This is an optimization exercise on Yosys and OpenROAD, whose aim is small area, not a production implementation.
The RTL of this run was laid out without a check of its function.

==> flow/design.v <==
module register 
 #(parameter bits = 6)
 (input logic [bits-1:0]  D,input logic clk,rst,hlt,output logic [bits-1:0] Q);
 always_ff @ (posedge clk) begin
	 if (rst) Q <= 'b0;
	 else if (hlt) Q <= D;
 end
endmodule
module muxN
 #(parameter bits = 16,size = 2,set=1)
 (input logic [size-1:0] [bits-1:0] DI,input logic [set-1:0] sel,output logic [bits-1:0] DO);
 assign DO = DI[sel];
 endmodule
module muxflags (input logic [5:0] DI,input logic [2:0] sel,output logic DO);
assign DO = DI[sel];
endmodule
module extension
#(parameter inp_bits = 6)
(input logic [inp_bits-1:0] DI,output logic [2*inp_bits-1:0] DO);
always_comb begin
	DO = 'b0;
	case(DI[inp_bits-1])
		1: begin 
			DO[inp_bits-1:0] = DI;
			DO[2*inp_bits-1:inp_bits] = 'b11111111;
		end
		0: begin
			DO[inp_bits-1:0] = DI;
			DO[2*inp_bits-1:inp_bits] = 'b0;
		 end
		default: DO = 'b0;
	endcase
end
endmodule
module reg_file
 #(parameter bits = 16,N = 3)
 (input logic [N-1:0] RA1,RA2,WA3,input logic WE3,clk,rst,input logic [bits-1:0] WD3,output logic [bits-1:0] RD1,RD2);
 logic [bits-1:0] sram [2**N-1:0];
 always_ff @ (posedge clk) begin
	 if (rst) begin
		 sram[0] <= 'b0;
		 sram[1] <= 'b0;
		 sram[2] <= 'b0;
		 sram[3] <= 'b0;
		 sram[4] <= 'b0;
		 sram[5] <= 'b0;
		 sram[6] <= 'b0;
		 sram[7] <= 'b0;
	end
	 else if (WE3) sram[WA3] <= WD3;
 end
 assign RD1 = sram[RA1];
 assign RD2 = sram[RA2];
endmodule
module alu16
 #(parameter control_alu = 5)
 (input logic [15:0] a,b,input logic [control_alu-1:0] func,input logic [5:0] flagsin,output logic [5:0] flagsout,output logic [15:0] y);
 always_comb begin
	flagsout = 'b0;
	y = 'b0;
	case(func)
		0: {flagsout[4],y} = a+b+flagsin[3];  
		1: {flagsout[4],y} = a-b-flagsin[3];
		2: {flagsout[4],y} = a*b;
		3: {flagsout[4],y} = (b == 16'h0) ? 17'h0ffff : a/b;
		4: y = (b == 16'h0) ? a : a%b;
		5: y = ~b;
		6: y = a|b;
		7: y = a&b;
		8: y = ~(a|b);
		9: y = ~(a&b);
		10: y = a^b;
		11: y = ~(a^b);
		12: begin
			y[7:0] = b[15:8];
			y[15:8] = b[7:0];
		    end
		13: {flagsout[3],y} = a << b;
		14: {flagsout[3],y} = a >> b;
		15: {flagsout[3],y} = a >>> b;
		16: y = y;
		17: begin
		flagsout[5] = (a == b);
		flagsout[2] = (y%2);
		flagsout[1] = (a>b);
		flagsout[0] = (a<b); 
		end
		default: begin
			y = 'b0;
			flagsout = 'b0;
		 end
	endcase
 end	 
endmodule
module control_unit
 #(parameter FLAGS_size = 6)
 (input logic [6:0] opcode,input logic clk,state_flag_bit,init,
 output logic wrmem,ioe,intreq,decodeinstr,we3,rst,hlt,wrpc,prefix,jump,ch,ret,wrflags,seladdr,
 output logic [FLAGS_size-1:0] Jcc,output logic [4:0] func,output logic [2:0] stwr,
 output logic [1:0] spc_a,output logic [2:0] spc_b);
 typedef enum logic [5:0] {LDW = 6'b0,STW,MOV,
			HLT,RST,INT,IN,OUT,CH,RET,
			ADD,SUB,MUL,DIV,
			MVN,OR,AND,ORN,ANDN,EOR,EON,LSL,
			LSR,ASR,REV,
			J,JZ,JNZ,JC,JNC,JO,JNO,JP,JNP,JG,JL,JNG,JNL,CMP,MOD} instr;
	typedef enum logic [4:0] {ADD_OP = 5'b0,SUB_OP,MUL_OP,DIV_OP,MOD_OP,
			MVN_OP,OR_OP,AND_OP,ORN_OP,ANDN_OP,EOR_OP,EON_OP,REV_OP,
			LSL_OP,LSR_OP,ASR_OP,
			NOP_OP,CMP_OP} alu;
 typedef enum logic {r=1'b0,i} prefx;
 instr command;
 alu alu_op;
 prefx ext;
 logic [2:0] state;
 assign {command,ext} = opcode;
 always_ff @(posedge clk,posedge init) begin
	if (init) begin
		func <= NOP_OP;
		wrmem <= 0;
		ioe <= 0;
		intreq <= 0;
		decodeinstr <= 1; 
		stwr <= 'b0;
		we3 <= 0;
		rst <= 1;
		wrpc <= 0;
		prefix <= 0;
		jump <= 0;
		ch <= 0;
		hlt <= 0;
		ret <= 0;
		spc_a <= 'b0;
		spc_b <= 'b0;
		wrflags <= 0;
		Jcc <= 'b0;
		seladdr <= 0;
		state <= 0;
	end
	else begin
		if (hlt) state <= state;
		else begin 
			hlt <= 0;
			state <= state + 3'b001;
		end
		case(state)
			0: begin  
				func <= NOP_OP;
				wrmem <= 0;
				ioe <= 0;
				intreq <= 0;
				decodeinstr <= 1;
				stwr <= 'b0;
				we3 <= 0;
				rst <= 0;
				wrpc <= 0; 
				prefix <= 0;
				jump <= 0;
				ch <= 0;
				hlt <= 0;
				ret <= 0;
				spc_a <= 'b0;
				spc_b <= 'b0;
				wrflags <= 0;
				Jcc <= 'b0;
				seladdr <= 0;
			   end
			 1: begin  
				spc_a <= 1;
				spc_b <= 2;
				func <= ADD_OP;
				decodeinstr <= 0;
			   end
			2: begin
				wrpc <= 1;
			  end 
			3: begin  
				case(command)
					LDW: begin  
						seladdr <= 1;
						wrpc <= 0;
						func <= NOP_OP;
					   end
					STW: begin  
						wrpc <= 0;
						func <= NOP_OP;
						seladdr <= 1;
					   end
					 MOV: begin  
						func <= NOP_OP;
						wrpc <= 0;
						we3 <= 1;
						if (ext == r) stwr <= 2;
						else stwr <= 1;
						state <= 0;
					   end
					  RST: begin  
						rst <= 1;
						state <= 0;
					  end
					  HLT: begin  
						hlt <= 1;
						wrpc <= 0;
						state <= 7;
					  end
					  IN: begin  
						wrpc <= 0;
						func <= NOP_OP;
						seladdr <= 1;
					   end
					   OUT: begin  
						wrpc <= 0;
						func <= NOP_OP;
						seladdr <= 1;
					  end
					  INT: begin  
						wrpc <= 0;
						func <= NOP_OP;
						seladdr <= 1;
					   end
					  CH: begin  
						wrpc <= 0;
						ch <= 1;
						if (ext == r) prefix <= 0;
						else prefix <= i;
						jump <= 1;
						stwr <= 0;
					   end
					   RET: begin  
						wrpc <= 0;
						func <= NOP_OP;
						ret <= 1;
						prefix <= 0;
						jump <= 1;
					   end
					   CMP: begin
						   spc_a <=0;
						   func <= CMP_OP;
						   wrflags <= 1;
						   wrpc <= 0;
						   state <= 0;
					     end
					   ADD: begin  
						spc_a <= 0;
						func <= ADD_OP;
						wrflags <= 1;
						wrpc <= 0;
						stwr <= 0;
						we3 <= 1;
						state <= 0;
						if (ext == r) spc_b <= 0;
						else spc_b <= 1;
					    end
					   SUB: begin  
						spc_a <= 0;
						func <= SUB_OP;
						wrflags <= 1;
						wrpc <= 0;
						stwr <= 0;
						we3 <= 1;
						state <= 0;
						if (ext == r) spc_b <= 0;
						else spc_b <= 1;
					    end
					   MUL: begin  
						spc_a <= 0;
						func <= MUL_OP;
						wrflags <= 1;
						wrpc <= 0;
						stwr <= 0;
						we3 <= 1;
						state <= 0;
						if (ext == r) spc_b <= 0;
						else spc_b <= 1;
					    end
					    DIV: begin  
						spc_a <= 0;
						func <= DIV_OP;			
						wrflags <= 1;
						wrpc <= 0;
						stwr <= 0;
						we3 <= 1;
						state <= 0;
						if (ext == r) spc_b <= 0;
						else spc_b <= 1;
					    end
					    MOD: begin  
						spc_a <= 0;
						func <= MOD_OP;
						wrflags <= 1;
						wrpc <= 0;
						stwr <= 0;
						we3 <= 1;
						state <= 0;
						if (ext == r) spc_b <= 0;
						else spc_b <= 1;
					    end
					   MVN: begin  
						spc_a <= 0;
						func <= MVN_OP;
						wrflags <= 1;
						wrpc <= 0;
						stwr <= 0;
						we3 <= 1;
						state <= 0;
						if (ext == r) spc_b <= 0;
						else spc_b <= 1;
					    end
					    OR: begin  
						spc_a <= 0;
						func <= OR_OP;
						wrflags <= 1;
						wrpc <= 0;
						stwr <= 0;
						we3 <= 1;
						state <= 0;
						if (ext == r) spc_b <= 0;
						else spc_b <= 1;
					    end
					    AND: begin  
						spc_a <= 0;
						func <= AND_OP;
						wrflags <= 1;
						wrpc <= 0;
						stwr <= 0;
						we3 <= 1;
						state <= 0;
						if (ext == r) spc_b <= 0;
						else spc_b <= 1;
					    end
					   ANDN: begin  
						spc_a <= 0;
						func <= ANDN_OP;
						wrflags <= 1;
						wrpc <= 0;
						stwr <= 0;
						we3 <= 1;
						state <= 0;
						if (ext == r) spc_b <= 0;
						else spc_b <= 1;
					    end
					    ORN: begin  
						spc_a <= 0;
						func <= ORN_OP;
						wrflags <= 1;
						wrpc <= 0;
						stwr <= 0;
						we3 <= 1;
						state <= 0;
						if (ext == r) spc_b <= 0;
						else spc_b <= 1;
					    end
						EOR: begin  
						spc_a <= 0;
						func <= EOR_OP;
						wrflags <= 1;
						wrpc <= 0;
						stwr <= 0;
						we3 <= 1;
						state <= 0;
						if (ext == r) spc_b <= 0;
						else spc_b <= 1;
					    end
					    EON: begin  
						spc_a <= 0;
						func <= EON_OP;
						wrflags <= 1;
						wrpc <= 0;
						stwr <= 0;
						we3 <= 1;
						state <= 0;
						if (ext == r) spc_b <= 0;
						else spc_b <= 1;
					    end
					    REV: begin  
						spc_a <= 0;
						func <= REV_OP;
						wrflags <= 1;
						wrpc <= 0;
						stwr <= 0;
						we3 <= 1;
						state <= 0;
						if (ext == r) spc_b <= 0;
						else spc_b <= 1;
					    end
					    LSL: begin  
						spc_a <= 0;
						func <= LSL_OP;
						wrflags <= 1;
						wrpc <= 0;
						stwr <= 0;
						we3 <= 1;
						state <= 0;
						if (ext == r) spc_b <= 0;
						else spc_b <= 1;
					    end
					    LSR: begin  
						spc_a <= 0;
						func <= LSR_OP;
						wrflags <= 1;
						wrpc <= 0;
						stwr <= 0;
						we3 <= 1;
						state <= 0;
						if (ext == r) spc_b <= 0;
						else spc_b <= 1;
					    end
					    ASR: begin  
						spc_a <= 0;
						func <= ASR_OP;
						wrflags <= 1;
						wrpc <= 0;
						stwr <= 0;
						we3 <= 1;
						state <= 0;
						if (ext == r) spc_b <= 0;
						else spc_b <= 1;
					    end
					    J: begin  
						if (ext == r) prefix <= 0;
						else prefix <= 1;
						jump <= 1;
						func <= NOP_OP;
						wrpc <= 0;
						end
						JZ: begin  
						if (ext == r) prefix <= 0;
						else prefix <= 1;
						Jcc <= 5;
						jump <= 1;
						func <= NOP_OP;
						wrpc <= 0;
						end
						JNZ: begin  
						if (ext == r) prefix <= 0;
						else prefix <= 1;
						Jcc <= 5;
						jump <= 1;
						func <= NOP_OP;
						wrpc <= 0;
						end
						JC: begin  
						if (ext == r) prefix <= 0;
						else prefix <= 1;
						Jcc <= 3;
						jump <= 1;
						func <= NOP_OP;
						wrpc <= 0;
						end
						JNC: begin  
						if (ext == r) prefix <= 0;
						else prefix <= 1;
						Jcc <= 3;
						jump <= 1;
						func <= NOP_OP;
						wrpc <= 0;
						end
						JO: begin  
						if (ext == r) prefix <= 0;
						else prefix <= 1;
						Jcc <= 4;
						jump <= 1;
						func <= NOP_OP;
						wrpc <= 0;
						end
						JNO: begin  
						if (ext == r) prefix <= 0;
						else prefix <= 1;
						Jcc <= 4;
						jump <= 1;
						func <= NOP_OP;
						wrpc <= 0;
						end
						JP: begin  
						if (ext == r) prefix <= 0;
						else prefix <= 1;
						Jcc <= 2;
						jump <= 1;
						func <= NOP_OP;
						wrpc <= 0;
						end
						JNP: begin  
						if (ext == r) prefix <= 0;
						else prefix <= 1;
						Jcc <= 2;
						jump <= 1;
						func <= NOP_OP;
						wrpc <= 0;
						end
						JG: begin  
						if (ext == r) prefix <= 0;
						else prefix <= 1;
						Jcc <= 1;
						jump <= 1;
						func <= NOP_OP;
						wrpc <= 0;
						end
						JL: begin  
						if (ext == r) prefix <= 0;
						else prefix <= 1;
						Jcc <= 0;
						jump <= 1;
						func <= NOP_OP;
						wrpc <= 0;
						end
						JNG: begin  
						if (ext == r) prefix <= 0;
						else prefix <= 1;
						Jcc <= 1;
						jump <= 1;
						func <= NOP_OP;
						wrpc <= 0;
						end
						JNL: begin  
						if (ext == r) prefix <= 0;
						else prefix <= 1;
						Jcc <= 0;
						jump <= 1;
						func <= NOP_OP;
						wrpc <= 0;
						end
					    default: state <= 0;
				endcase
			   end
			4: begin  
				case(command)
					LDW: begin  
						stwr <= 4;
						we3 <= 1;
						seladdr <= 0;
						state <= 0;
					   end
					STW: begin  
						wrmem <= 1;
						state <= 0;
					   end
					IN: begin  
							ioe <= 1;
					end
					OUT: begin  
							ioe <= 1;
							state <= 0;
					end
					INT: begin  
							intreq <= 1;
							state <= 0;
					end
					CH: begin  
						we3 <= 1;
						ch <= 0;
					 end
					RET: begin  
						wrpc <= 1;
						state <= 0;
					end
					J: begin  
						state <= 0;
						wrpc <= 1;
					end
					JZ: begin  
						state <= 0;
						wrpc <= state_flag_bit;
					end
					JNZ: begin  
						state <= 0;
						wrpc <= ~state_flag_bit;
					end
					JC: begin  
						state <= 0;
						wrpc <= state_flag_bit;
					end
					JNC: begin  
						state <= 0;
						wrpc <= ~state_flag_bit;
					end
					JO: begin  
						state <= 0;
						wrpc <= state_flag_bit;
					end
					JNO: begin  
						state <= 0;
						wrpc <= ~state_flag_bit;
					end
					JP: begin  
						state <= 0;
						wrpc <= state_flag_bit;
					end
					JNP: begin  
						state <= 0;
						wrpc <= ~state_flag_bit;
					end
					JG: begin  
						state <= 0;
						wrpc <= state_flag_bit;
					end
					JL: begin  
						state <= 0;
						wrpc <= state_flag_bit;
					end
					JNG: begin  
						state <= 0;
						wrpc <= ~state_flag_bit;
					end
					JNL: begin  
						state <= 0;
						wrpc <= ~state_flag_bit;
					end				
				endcase
			end
			    5: begin  
					if(command == CH) begin
						wrpc <= 1;
						state <= 0;
					end
					else if(command == IN) begin
						stwr <= 4;
						we3 <= 1;
						state <= 0;
					end
				end 
			endcase	
		end
 end
endmodule
module ERM16_microprocessor (input logic init,clk,input logic [15:0] DI,output logic [15:0] ADDR_BUS,DO,output logic wrmem,ioe,intreq);
logic [15:0] WD3,RD1,RD2;
logic [6:0] q_ir;
logic [8:0] q_op;
logic [15:0] imm,a,b,ALUresult;
logic [15:0] DI_PC,DO_PC;
logic [2:0] A1,A3;
logic [2:0] raf_const;
logic [15:0] w1,w2;
logic [15:0] A_ALU,B_ALU;
logic [5:0] flags_in,flags_out;
logic decodeinstr,we3,rst,hlt,wrpc,prefix,jump,ch,ret,wrflags,seladdr,state_flag_bit;
 logic [5:0] Jcc;
 logic [4:0] func;
 logic [2:0] stwr;
 logic [1:0] spc_a;
 logic [2:0] spc_b;
 logic [15:0] w_ALUresult;
register #(7) IR(DI[15:9],clk,rst,~hlt|decodeinstr,q_ir);
register #(9) AR(DI[8:0],clk,rst,~hlt|decodeinstr,q_op);
muxN #(16,5,3) mux4({DI,a,b,imm,w_ALUresult},stwr,WD3);
assign raf_const = 3'b111; 
muxN #(3) mux_A1 ({raf_const,q_op[8:6]},ret,A1);
muxN #(3) mux_A3 ({raf_const,q_op[8:6]},ch,A3);
reg_file regfile(A1,q_op[5:3],A3,we3,clk,rst,WD3,RD1,RD2);
extension ext16(q_op[5:0],imm[11:0]);
assign imm[15:12] = {4{imm[11]}};
register #(16*2) DR({RD1,RD2},clk,rst,~hlt,{a,b});
muxN #(16,2,2) mux_spc_a ({DO_PC,a},spc_a,A_ALU);
muxN #(16,3,3) mux_spc_b ({16'b010,imm,b},spc_b,B_ALU);
alu16 ALU(A_ALU,B_ALU,func,flags_out,flags_in,ALUresult);
latch_mem save_aluresultREG(ALUresult,clk,rst,~wrpc,w_ALUresult);
register flags(flags_in,clk,rst,wrflags,flags_out);
muxflags mux_Jcc(flags_out,Jcc[2:0],state_flag_bit);
muxN mux_prefix({imm,a},prefix,w1);
muxN mux_jump({w1,w_ALUresult},jump,DI_PC);
register #(16) PC(DI_PC,clk,rst,wrpc,DO_PC);
muxN mux_sel_addr ({b,DO_PC},seladdr,w2);
register #(16) ARR(w2,clk,rst,~hlt,ADDR_BUS);
register #(16) MD(a,clk,rst,~hlt,DO);
control_unit cb(q_ir,clk,state_flag_bit,init,wrmem,ioe,intreq,decodeinstr,we3,rst,hlt,wrpc,prefix,jump,ch,ret,wrflags,seladdr,Jcc,func,stwr,spc_a,spc_b);
endmodule
module latch_mem (input logic [15:0] DI,input logic clk,rst,wrpc,output logic [15:0] DO);
logic [15:0] held;
always_ff @ (posedge clk) begin
	if (wrpc) held <= DI;
end
assign DO = wrpc ? DI : (rst ? 16'h0 : held);
endmodule
==> flow/run.sh <==
#!/bin/bash
# synth_recipe.tcl (not shown) runs the flow's synth.tcl, then flattens the netlist and writes it again
# the make line also repeats each setting of config.mk as NAME=value (left out here)
make -C /OpenROAD-flow-scripts/flow DESIGN_CONFIG=/design/flow/config.mk WORK_HOME=/design/flow/orfs CLKGATE_MAP_FILE= SYNTH_SCRIPT=/design/flow/synth_recipe.tcl finish
==> flow/config.mk <==
export PLATFORM = sky130hd
export DESIGN_NAME = ERM16_microprocessor
export DESIGN_NICKNAME = ERM16_microprocessor
export VERILOG_FILES = /design/flow/design.v
export SDC_FILE = /design/flow/constraint.sdc
export NUM_CORES = 4
export LEC_CHECK = 0
export CAP_MARGIN = 20
export CORE_MARGIN = 2
export CORE_UTILIZATION = 40
export SLEW_MARGIN = 20
==> flow/constraint.sdc <==
create_clock -name core_clock -period 30.0 [get_ports {clk}]
set_input_delay 6.0000 -clock core_clock [delete_from_list [all_inputs] [get_ports {clk}]]
set_output_delay 6.0000 -clock core_clock [all_outputs]
set_load 0.01 [all_outputs]
==> impl_results.html <==
<table>
<tr><th>Metric</th><th>Value</th></tr>
<tr><th colspan="2">CTS</th></tr>
<tr><td>CTS clock-pin slew for the worst setup and hold paths</td><td>0.07 ns</td></tr>
<tr><td>Later-pin clock latency in the skew report</td><td>0.59 ns</td></tr>
<tr><td>Number of hold buffers added after CTS</td><td>0</td></tr>
<tr><td>TritonCTS buffer count</td><td>29</td></tr>
<tr><td>Maximum clock path buffer count</td><td>3</td></tr>
<tr><td>Clock H-tree levels</td><td>1</td></tr>
<tr><td>Clock Sinks</td><td>276</td></tr>
<tr><td>Clock tree from TritonCTS</td><td>built</td></tr>
<tr><td>Buffer cell driving the clock tree root</td><td>clkbuf_16</td></tr>
<tr><th colspan="2">Placement</th></tr>
<tr><td>Half-perimeter wire length of the detailed placement result</td><td>126000 um</td></tr>
<tr><td>Final estimated routing congestion in global placement</td><td>around 1</td></tr>
<tr><td>Port-buffer cells</td><td>52</td></tr>
<tr><td>Area of placed instances</td><td>~0.043 mm^2</td></tr>
<tr><th colspan="2">Layout</th></tr>
<tr><td>Growth of design area from synthesis to finish</td><td>13.9%</td></tr>
<tr><td>Fill cells</td><td>9930</td></tr>
<tr><td>Non-Filler Cell Area, Final</td><td>roughly 0.045 mm^2</td></tr>
<tr><td>Register area</td><td>0.00714 mm^2</td></tr>
<tr><td>Most common library cell in the layout ignoring fill and taps</td><td>nor2_1</td></tr>
<tr><td>Antenna diode instance count</td><td>0</td></tr>
<tr><td>Share of final-layout standard cells stronger than drive strength 1</td><td>14.4%</td></tr>
<tr><td>Multi-input logic area</td><td>0.0313 mm^2</td></tr>
<tr><td>Top library cells by usage in the layout, fill and taps aside</td><td>nor2_1 (643), nand2_1 (464), ha_1 (416), a21oi_1 (373), buf_4 (301)</td></tr>
<tr><td>Final layout net count</td><td>5724</td></tr>
<tr><th colspan="2">Setup path</th></tr>
<tr><td>Slowest stage cell on the critical path</td><td>o31ai_2</td></tr>
<tr><td>Critical Path Max Stage Delay</td><td>roughly 0.6 ns</td></tr>
<tr><td>Most repeated library cell on the critical path</td><td>ha_1</td></tr>
<tr><td>Arrival time reported for the critical path endpoint</td><td>29.26 ns</td></tr>
<tr><td>Endpoint type of the worst setup path</td><td>flop</td></tr>
<tr><td>Required @ worst endpoint</td><td>around 30 ns</td></tr>
<tr><td>Sort of element at the start of the critical path</td><td>flop</td></tr>
<tr><td>Critical Path Fanout Max</td><td>19</td></tr>
<tr><td>Critical path class</td><td>flop to flop</td></tr>
<tr><th colspan="2">Floorplanning</th></tr>
<tr><td>Starting density of the core</td><td>approximately two fifths</td></tr>
<tr><td>Std cell rows</td><td>~120</td></tr>
<tr><td>Floorplan die area</td><td>~0.10 mm^2</td></tr>
<tr><td>Count of boundary I/O pins</td><td>53</td></tr>
<tr><td>Die Y</td><td>between 300 and 400 um</td></tr>
<tr><td>Width of the die</td><td>319 um</td></tr>
<tr><td>Core ar.</td><td>0.0984 mm^2</td></tr>
<tr><th colspan="2">Synthesis</th></tr>
<tr><td>Synthesized-area fraction occupied by adder cells</td><td>18.2%</td></tr>
<tr><td>Distinct cells, synth</td><td>111</td></tr>
<tr><td>Number of enable-type register cells in the synthesized netlist</td><td>144</td></tr>
<tr><td>Share of the synthesized area in compound gates (AO/OA/AOI/OAI)</td><td>24.0%</td></tr>
<tr><td>Yosys warns</td><td>10</td></tr>
<tr><td>Portion of the post-synthesis area used by sequential elements</td><td>between 10% and 20%</td></tr>
<tr><td>Top cells by area in the synthesized netlist</td><td>ha_1 (13%), edfxtp_1 (11%), nor2_1 (6.2%)</td></tr>
<tr><td>Library cell occupying the most area in the post-synthesis netlist</td><td>ha_1</td></tr>
<tr><td>Basic-gate share of the synthesized area counting and, or, nand and nor cells</td><td>20.2%</td></tr>
<tr><td>Fraction of registers with async set or reset after synthesis</td><td>roughly 11%</td></tr>
<tr><td>Post-synth top flop</td><td>edfxtp_1</td></tr>
<tr><td>Average cell area after synthesis</td><td>slightly below 8 um^2</td></tr>
<tr><td>Post-synthesis cell area</td><td>a little under 0.04 mm^2</td></tr>
<tr><td>Xor/xnor cell area share of the yosys netlist</td><td>~5.4%</td></tr>
<tr><td>Number of flip-flops and latches in the synthesized netlist</td><td>276</td></tr>
<tr><td>Dominant combinational cell family by area after synthesis</td><td>compound AO/OA/AOI/OAI gates</td></tr>
<tr><td>Synthesized netlist cell count</td><td>5031</td></tr>
<tr><td>Post-synthesis net count</td><td>5568</td></tr>
<tr><td>Portion of synthesized cell area occupied by the leading cell type</td><td>13.2%</td></tr>
<tr><td>Multiplexer fraction of the synthesized cell area</td><td>8.86%</td></tr>
<tr><th colspan="2">Route</th></tr>
<tr><td>Drt drc</td><td>0</td></tr>
<tr><td>Routed wirelength normalized by instance count</td><td>26.1 um</td></tr>
<tr><td>Detailed router's first-iteration violation count</td><td>~4300</td></tr>
<tr><td>Number of iterations in the first detailed-routing pass</td><td>6</td></tr>
<tr><td>Post-detailed-route count of antenna-violating nets</td><td>0</td></tr>
<tr><td>DRT Wirelength</td><td>170000 um</td></tr>
<tr><td>Vias per Instance</td><td>6.32</td></tr>
<tr><td>Count of vias placed by the detailed router</td><td>around 41000</td></tr>
<tr><th colspan="2">Outcome</th></tr>
<tr><td>Outcome</td><td>complete, no violations</td></tr>
<tr><th colspan="2">Job</th></tr>
<tr><td>Max capacitance violation total</td><td>0</td></tr>
<tr><th colspan="2">STA</th></tr>
<tr><td>Clock period minus worst slack</td><td>28.96 ns</td></tr>
<tr><td>Achievable clock frequency</td><td>34.5 MHz</td></tr>
<tr><td>Clock skew</td><td>0.0216 ns</td></tr>
<tr><td>Final worst path period share</td><td>96.5%</td></tr>
<tr><td>Least-Margin Pin Slew</td><td>1.15 ns</td></tr>
<tr><td>Pins Over Slew Limit</td><td>0</td></tr>
<tr><td>Setup violators final</td><td>0</td></tr>
<tr><td>Max transition margin</td><td>~22%</td></tr>
<tr><td>Min Hold Slack</td><td>0.452 ns</td></tr>
<tr><td>Hold Vio Cnt, Final</td><td>0</td></tr>
<tr><th colspan="2">Worst hold path</th></tr>
<tr><td>Worst hold-check path type</td><td>flop to flop</td></tr>
<tr><th colspan="2">Global route</th></tr>
<tr><td>Global-route wire length before repair</td><td>249000 um</td></tr>
<tr><td>Antenna violations before repair</td><td>2</td></tr>
<tr><td>Vias in the first global route</td><td>between 30000 and 40000</td></tr>
<tr><td>Pin count of the biggest net entering global routing</td><td>78</td></tr>
<tr><td>Global-route usage over all layers</td><td>31.8%</td></tr>
<tr><td>Total grt overflow</td><td>0</td></tr>
</table>
[per-layer routing]
layer	global-route usage, %	vias to the layer above	wire [um]	part of all wire [%]
li1	-	18700	-	-
met1	42.2	19800	69500	41
met2	50.5	2079	75000	44
met3	5.37	458	15800	9.3
met4	14.7	4	9270	5.5
met5	0	-	23	0.014
[cells by family after synthesis]
| kind of cell | after synthesis |
|---|---|
| XOR/XNOR | 245 |
| AO/OA/AOI/OAI | 1438 |
| flip-flops | 276 |
| multiplexers | 264 |
| AND/OR/NAND/NOR | 1756 |
| adder cells (fa/ha/maj) | 519 |
| buffers and inverters | 533 |
[through the flow]
step | setup TNS (ns) | std cells | worst slack (ns) | util (%)
floorplan | 0 | 5031 | 0.0500 | -
finish | 0 | 6497 | 1.04 | 46.0
global route | -2.38 | 6497 | -0.232 | 46.0
detailed placement | -40.43 | 6393 | -1.27 | 43.7
global placement | -30.32 | 6393 | -0.681 | 43.7
CTS | 0 | 6451 | 0.0388 | 44.9
[critical path, delay by kind of cell, from the launching register on]
family,cells,cell delay [ns]
AOI/OAI and AO/OA,53,11.43
adders and majority gates,16,4.85
buffers and inverters,11,1.78
DFF,1,0.45
muxes,3,0.64
and+or+nand+nor,48,9.47
[what timing repair did]
item / CTS / global route
cloned: 0 / 6
setup endpoints to repair: 129 / 144
buffers inserted: 4 / 39
pin swaps: 4 / 35
resized for setup: 29 / 152
[synth_stat cells, types with 51 or more instances]
library cell / n
nand3_1: 120
dfxtp_1: 101
nor3_1: 137
inv_1: 268
o211ai_1: 54
clkbuf_1: 163
fa_1: 99
mux2i_1: 119
xnor2_1: 164
a31oi_1: 62
a211oi_1: 68
ha_1: 420
nand2b_1: 61
nand2_1: 467
a21oi_1: 394
mux4_2: 58
o21a_1: 87
o21ai_0: 254
xor2_1: 81
or3_1: 54
o22ai_1: 51
edfxtp_1: 144
a21o_1: 93
mux2_2: 80
nor2_1: 655
[state kept, by name, indices dropped and copies added (netlist names), 2 cells and up]
register	count
regfile.sram	128
DR.Q	32
ARR.Q	16
MD.Q	16
PC.Q	16
save_aluresultREG.held	16
AR.Q	9
IR.Q	7
cb.func	5
flags.Q	5
cb.Jcc	3
cb.state	3
cb.stwr	3
cb.spc_b	2
[cell type report]
| type | count | area share, % |
|---|---|---|
| Inverter | 284 | 2.37 |
| Tap cell | 1287 | 3.56 |
| Clock buffer | 44 | 1.98 |
| Timing Repair Buffer | 371 | 6.81 |
| Multi-Input combinational cell | 4225 | 69.2 |
| Clock inverter | 10 | 0.321 |
| Sequential cell | 276 | 15.8 |
[path summary, 6_finish.rpt]
kind | from | to | slack, ns | cells after the start
max | cb.spc_b[0] | regfile.sram[0][0] | 1.04 | 131
min | flags.Q[5] | flags.Q[5] | 0.45 | 2
max reg2reg | cb.spc_b[0] | regfile.sram[0][0] | 1.04 | 131
min reg2reg | flags.Q[5] | flags.Q[5] | 0.45 | 2
max in group asynchronous | init | cb.hlt | 23.81 | 3
min in group asynchronous | init | cb.wrmem | 5.82 | 3

[re-timing with driven ports]
Ports are ideal in the flow. The routed layout listed here was re-timed in OpenROAD. Step 1, drivers: a clkbuf_16 drives clk and a buf_2 each remaining input, both assumed. Step 2 also shifts input and output timing later by t, the mid clock arrival at the registers, as if the neighbouring blocks saw the same clock. Three values: ideal, step 1, step 2; two values: the first two.
shift t [ns]: 0.639
slack for setup (ns): 1.041 / 1.041 / 1.041
hold slack, ns: 0.452 / 0.452 / 0.452
cell pins on the clock port's net: 1
After both steps this run still meets setup and hold. The setup slack of this run moves by 0.000 ns with the drivers and by 0.000 ns with both steps.
